This design comes from an exercise in tuning for small area and a short achievable clock period on the open sky130 flow, not from production work. The RTL was checked by simulation tests, not by an equivalence proof against the original design. Power and IR drop assume default switching activity.

==> flow/design.v (outline; a module is shown in full before it is edited, if it fits) <==
// module schoolbook: 2543 lines
module schoolbook(clk, rst, a, b, c);
  // ...
==> flow/flow/run.sh <==
#!/bin/bash
set -euo pipefail
bash standard.sh SETUP_SLACK_MARGIN=9.75 BUFFER_PORTS_ARGS="-buffer_cell sky130_fd_sc_hd__buf_1" CTS_ARGS="-sink_clustering_enable -repair_clock_nets -dont_use_dummy_load" finish > standard.log 2>&1
==> flow/standard.sh <==
#!/bin/bash
# synth_recipe.tcl (not shown) runs the flow's synth.tcl, then flattens the netlist and writes it again
# the make line also repeats each setting of config.mk as NAME=value (left out here)
make -C /OpenROAD-flow-scripts/flow DESIGN_CONFIG=/design/flow/config.mk WORK_HOME=/design/flow/orfs CLKGATE_MAP_FILE= SYNTH_SCRIPT=/design/flow/synth_recipe.tcl "${@:-finish}"
==> flow/config.mk <==
export PLATFORM = sky130hd
export DESIGN_NAME = schoolbook
export DESIGN_NICKNAME = schoolbook
export VERILOG_FILES = /design/flow/design.v
export SDC_FILE = /design/flow/constraint.sdc
export NUM_CORES = 4
export LEC_CHECK = 0
export CAP_MARGIN = 20
export CORE_AREA = 5 5 395 395
export DIE_AREA = 0 0 400 400
export GPL_ROUTABILITY_DRIVEN = 0
export PLACE_DENSITY = 0.35
export SLEW_MARGIN = 40
==> flow/constraint.sdc <==
create_clock -name core_clock -period 14.0 [get_ports {clk}]
set_input_delay 2.8000 -clock core_clock [delete_from_list [all_inputs] [get_ports {clk}]]
set_output_delay 2.8000 -clock core_clock [all_outputs]
set_load 0.01 [all_outputs]
==> notes.md, run 1 <==
The maximum vdd ir drop is 0.0905 mV. The area added between synthesis and finish is 26.1%. The gate count of the mapped netlist came out at roughly 3700.

The flow ran to the end and the layout has no timing, DRC or antenna violations. The sum of met3 wire segment lengths after detailed routing came out at roughly 18000 microns. The share of total power dissipated in combinational logic is between 30% and 40%. Along the worst hold path, the cell count comes to 2. The total clock sinks came out at 860. The met1 capacity usage during global routing is 27.3%. Ranked by total cell area, the synthesized netlist is headed by edfxtp_1 (40%), dfxtp_1 (14%), ha_1 (8.3%), mux2_2 (7.4%), and2_1 (4.3%). The switching power summed over all nets is 3.16 mW.

Signal routing reaches up to met5. The pre-CTS worst setup slack came out at around 8600 ps. After detailed routing, the total wire length is 201000 microns. The via count is 33300. The worst flop-to-flop path startpoint is hi[0].

The total leakage power is about 21 nW. The number of buffers added to fix hold violations after cts came out at 0. The sequential-to-total area share from yosys stat came out at 53.7%. The clock skew came out at 66.4 ps. The combined area of all synthesized cells is between 40000 and 50000 sq um. Counting the buffers created by CTS gives 110. The endpoint of the worst hold-timing path is count[8].

Data on the critical path is required at its endpoint by 11200 ps. The initial core utilization came out at about 28%. In this run the tightest slew margin relative to its limit is between 40% and 50%. The aggregate global-route resource usage is roughly 24%.
==> run 2: changes to the inputs <==
--- a/flow/design.v
+++ b/flow/design.v
@@ -4,17 +4,18 @@
 input [282:0] a;
 input [282:0] b;
 output [565:0] c;
 reg  [282:0] am;
 reg  [282:0] hi;
 reg  [282:0] lo;
 reg  [8:0]   count;
 reg          first;
-reg          done;
+reg          done;    
+reg          hold;    
 wire         bn = first ? b[1] : lo[1];
 wire [282:0] g0 = hi & am;
 wire [282:0] p0 = hi ^ am;
 wire g1_1 = g0[1] | (p0[1] & g0[0]);
 wire p1_1 = p0[1] & p0[0];
 wire g1_3 = g0[3] | (p0[3] & g0[2]);
 wire p1_3 = p0[3] & p0[2];
 wire g1_5 = g0[5] | (p0[5] & g0[4]);
@@ -2519,25 +2520,26 @@
 assign cy[280] = g9_279;
 assign cy[281] = g9_280;
 assign cy[282] = g9_281;
 assign cy[283] = g9_282;
 wire [283:0] s = {cy[283], p0 ^ cy[282:0]};
 wire [283:0] sn = first ? {1'b0, b[0] ? a : 283'd0} : s;
 assign c = {hi, lo};
 always @(posedge clk) begin
-	am <= bn ? a : 283'd0;
+	am <= hold ? s[283:1] : (bn ? a : 283'd0);
 	if (rst == 1'b0) begin
 		count <= 9'd0;
 		first <= 1'b1;
 		done  <= 1'b0;
+		hold  <= 1'b0;
 	end
 	else begin
 		first <= 1'b0;
 		if (!done) count <= count + 9'd1;
 		if (count == 9'd282) done <= 1'b1;
+		if (count == 9'd281) hold <= 1'b1;
 	end
-	if (!done) begin
-		hi <= sn[283:1];
+	hi <= sn[283:1];
+	if (!done)
 		lo <= first ? {sn[0], b[282:1]} : {sn[0], lo[282:1]};
-	end
 end
 endmodule
==> flow/config.mk (replaced) <==
export PLATFORM = sky130hd
export DESIGN_NAME = schoolbook
export DESIGN_NICKNAME = schoolbook
export VERILOG_FILES = /design/flow/design.v
export SDC_FILE = /design/flow/constraint.sdc
export NUM_CORES = 4
export LEC_CHECK = 0
export CAP_MARGIN = 20
export CORE_AREA = 5 5 395 395
export DIE_AREA = 0 0 400 400
export PLACE_DENSITY = 0.35
export SLEW_MARGIN = 40
==> run 2 against run 1 <==
Effect of this change:
- still clean on timing, DRC and antenna
- wire length decreased by 1.0%
- clock-buffer cell count increased by 2
- maximum frequency decreased by 0.69%
- critical path type is now flop to flop
- critical endpoint is now hi[185]
==> notes.md, run 2 <==
The flow ran to the end and the layout has no timing, DRC or antenna violations. At the end of routability-driven placement, the weighted congestion stood at 0.850. The area fraction of the dominant cell type after synthesis came out at a little over a quarter. The final setup TNS came out at 0 ps.

The first-iteration detailed-routing DRC count is approximately 1900. The TritonCTS clock tree is built. The combined area of all synthesized cells came to 42300 sq um (-0.85%).

Dividing the detail-routed via count by the number of cells gives roughly 5.0. When the netlist entered floorplanning its net count stood at 4988. Yosys mapped a number of flops with a built-in enable equal to ~280. Traced cell by cell, the critical path runs through ha_4 -> fa_2 -> a21o_1 -> nand4_1 -> a31o_1 -> a211o_4 -> a2111oi_4 -> buf_4 -> buf_6 -> o21ai_4 -> and2_4 -> a21o_4 -> buf_4 -> a2111oi_4 -> buf_4 -> o21a_4 -> o21a_1 -> o21ai_2 -> a32o_1. The longest clock path from root to sink contains 3 buffers.

Entering global routing, the biggest net connects 165 pins. The worst hold path belongs to the class flop to flop. The initial core utilization is 27.9% (-0.24 points). The first global-routing pass estimated 274000 microns of wire.

The latest clock arrival within the worst-skew pair came out at between 700 and 800 ps. The internal power came out at between 5 and 6 mW. The register share of total power came out at 36.8%. The share of synthesized registers carrying an async set or reset came out at 0%. The cell family contributing the most delay on the critical path is compound AO/OA/AOI/OAI gates. The mux cell area share after synthesis came out at around 8%. The buffer and inverter count on the worst path came out at 4.

The area added between synthesis and finish came out at 26.1% (about the same). The clock period minus final worst setup slack came out at roughly 4300 ps. The maximum vdd ir drop came out at 0.0965 mV (+6.6%). The post-synthesis area per instance is 10.2 sq um.

The via count of the first global-routing pass came out at ~37000. The share of the clock period used by the worst path after layout is between 30% and 40%. Sorting the synthesized cells by how often they occur yields nand2_1 (584), dfxtp_1 (578), o21ai_0 (316), ha_1 (285), mux2_2 (285). The post-synthesis cell type count came out at 90. The number of endpoints with negative hold slack in the final report is 0. The largest stage delay on the critical path came out at about 430 ps. The cell type with the largest total area after synthesis is dfxtp_1. The number of levels in the clock H-tree is 3. The number of antenna violations at the first check in global routing came out at 99. The aggregate global-route resource usage is 23.6% (-0.43 points). The number of iterations in the first detailed-routing pass came out at 5. The clock skew came out at 50.1 ps (-16.3 ps).

The share of cells above drive strength 1 is 14.2%. In the layout the commonest cells are buf_1 (1029), nand2_1 (583), dfxtp_1 (572). The part of the power in the clock network is between 20 and 30%. Among all stages on the critical path, the largest delay is contributed by a2111oi_4. The prevailing post-synth register cell is dfxtp_1. The area of the die is between 150000 and 200000 sq um. The worst-case headroom to the max-slew limit is 43.0% (+0.86 points). The worst setup path is captured at a flop. In this run the count of I/O pins placed on the die edge is roughly 1100. The number of routed nets with antenna violations is 0. With fillers left out, the area of the finished cells amounts to approximately 53000 sq um.

The wire length after detailed routing came out at 199000 microns (-1.0%). The clock tree root buffer cell is clkbuf_16. The placed wire-length estimate after detailed placement is about 150000 microns. The startpoint-to-endpoint class of the critical path is flop to flop. The largest family of logic cells by synthesized area is compound AO/OA/AOI/OAI gates. The placeable core region came out at between 150000 and 200000 sq um. Setup repair after global routing could not meet its margin everywhere. The highest achievable clock rate is around 230 MHz.

The number of nets in the layout is 6146. Among all cell types in the netlist, the one instantiated most often is nand2_1. The final number of max-transition violations is 0.

After Yosys synthesis, full adders, half adders and majority gates account for around 9% of the synthesized area. The basic-gate share of the synthesized area counting and, or, nand and nor cells came out at 11.0%. The final-layout fill cell count came out at about 16000. The post-place instance area came out at between 40000 and 50000 sq um. Buffers placed on the I/O ports in this run total approximately 1100.

The switching power summed over all nets is 3.39 mW (+7.4%). In this design, the critical path's most frequently occurring cell is buf_4. The transition time at the pin with the least slew margin is about 850 ps. The final hold slack is between 500 and 600 ps. Setup violations remaining at the end of the flow were counted as 0. The total clock sinks came out at 861 (+0.12%). The combinational group share of total power came to 36.0% (+3.3 points).

The leading cell type in the layout, fill and taps excluded is buf_1. The post-detailed-route wirelength per cell came out at around 27 microns. The synthesis warning total came out at 1. The largest fanout on the critical path came out at 4. The total CTS buffers came out at 112 (+1.8%). The data required time at the worst endpoint is 14610 ps (+3410 ps). For the worst setup path, the data arrival time is approximately 4900 ps. The total leakage power is 21.3 nW (+0.41%). By area the synthesized netlist is led by dfxtp_1 (27%), edfxtp_1 (20%), ha_1 (8.4%), mux2_2 (7.6%), nand2_1 (5.2%). The worst setup path is launched from a flop.

The gate count of the mapped netlist is 4126 (+13%). The share of the synthesized area in compound gates (AO/OA/AOI/OAI) came out at between 15 and 20%. Synthesis inferred approximately 860 register bits. The total global routing overflow came out at 0. From left edge to right edge, the die measures about 400 microns. The sequential-to-total area share from yosys stat is 47.5% (-6.2 points).

The switching share of power is between 30 and 40%. The clock transition at the register clock pins on the worst setup and hold paths after CTS came out at approximately 50 ps. The die height came out at around 400 microns. The via count came to 36500 (+9.7%). The largest registers in the layout are am x283, hi x283, lo x283. The remaining design rule violation count came out at 0. Across the run, the number of max-cap violations was 0.

The synthesized netlist devotes 4.79% of its cell area to XOR and XNOR gates. The power density normalized to cell area came out at roughly 170 nW/um^2. The count of standard-cell rows is around 140.
==> run 2: cell types whose count changed after synthesis, moves of 41 or more <==
cell | before | now
edfxtp_1 | 566 | 283
o22ai_1 | 1 | 115
and2_1 | 295 | 13
a22o_1 | 24 | 147
nand2_1 | 349 | 584
xor2_1 | 123 | 80
clkbuf_1 | 126 | 185
dfxtp_1 | 294 | 578
nand3_1 | 44 | 85
==> run 2: worst reg2reg max path, stage by stage (launching register included) <==
cell and delay (ps):
dfxtp_2 350, ha_4 130, fa_2 200, a21o_1 150, nand4_1 140, a31o_1 280
a211o_4 370, a2111oi_4 430, buf_4 190, buf_6 90, o21ai_4 90, and2_4 200
a21o_4 230, buf_4 140, a2111oi_4 420, buf_4 190, o21a_4 140, o21a_1 160
o21ai_2 70, a32o_1 240
==> run 2: cell type report <==
cell class | count | area [sq um] | share of cell area [%]
well taps | 2030 | 2540 | 4.77
inverters | 99 | 395 | 0.742
diodes | 30 | 75.1 | 0.141
clock buffers | 112 | 2800 | 5.26
repair buffers | 1234 | 5510 | 10.3
multi-input cells | 2976 | 21900 | 41.1
flip-flops and latches | 861 | 20100 | 37.7
==> run 2: power groups by stage <==
stage	Sequential (mW)	Combinational (mW)	Clock, mW
floorplan	3.48	1.82	0
global placement	3.40	3.15	0
detailed placement	3.40	3.13	0
CTS	3.35	3.21	2.56
global route	3.39	3.59	2.64
finish	3.34	3.27	2.47
==> run 2: stage by stage <==
step           setup WS, ps  util (%)  cells  total power, mW
3_3_place_gp           7680      32.1   7127             6.56
5_1_grt                9500      35.1   7322             9.63
2_1_floorplan          9000         -   4126             5.30
3_5_place_dp           8140      32.1   7128             6.53
4_1_cts                9680      34.5   7270             9.12
6_report               9720      35.2   7342             9.08
==> run 2: final timing paths <==
| kind | depth (start not counted) | start | end | slack (ps) |
|---|---|---|---|---|
| worst min-delay path | 2 | count[8] | count[8] | 510 |
| worst min register to register | 2 | count[8] | count[8] | 510 |
| worst max-delay path | 19 | hi[0] | hi[185] | 9720 |
| worst max register to register | 19 | hi[0] | hi[185] | 9720 |
==> run 2: what timing repair did <==
item / 4_1_cts / 5_1_grt
endpoints found under the setup margin: 558 / 238
gates resized for setup: 185 / 120
cloned: 1 / 0
setup buffers: 29 / 40
pin swaps: 22 / 47
hold buffers: 0 / 0
==> run 2: cell families after synthesis <==
family,count (synthesis)
buffers and inverters,290
adder cells (fa/ha/maj),294
flip-flops,861
AO/OA/AOI/OAI,1122
AND/OR/NAND/NOR,1036
XOR/XNOR,231
multiplexers,292
==> run 2: metal layers <==
| metal | wire [microns] | global-route usage [%] | vias to the layer above |
|---|---|---|---|
| met3 | 15200 | 7.72 | 329 |
| met1 | 79500 | 27.7 | 17600 |
| met4 | 5990 | 6.39 | 68 |
| met5 | 430 | 0 | - |
| met2 | 98200 | 41.5 | 1007 |
| li1 | - | - | 17500 |

[afterwards: timing with drivers on the ports]
The flow's constraints put no driver on any port. The routed layouts listed below were extracted and timed again, unchanged, in two steps. Step 1 sets driving cells, clkbuf_16 on the clock port and buf_2 on the other inputs (assumed; they add their load-dependent delay and slew). Step 2 times the ports against the registers' clock, not the clock port: input delays grow and output delays shrink by t, the midpoint of the rising clock arrivals with the driver on. a / b / c = no drivers / after step 1 / after step 2; a / b = the first two.
run	t, ns	setup slack, ns	worst setup path at the end	clock arrival spread, ns	slew at the worst register clock pin (ns)
run 1	0.783	9.751 / 9.667 / 9.150	input to register	0.075 / 0.074	0.06 / 0.06
run 2	0.787	9.721 / 9.665 / 9.115	input to register	0.056 / 0.056	0.06 / 0.06
After both steps setup and hold are still met in every run listed. The setup slack of run 2, which loses most, moves by -0.056 ns with the drivers and by -0.606 ns with both steps.
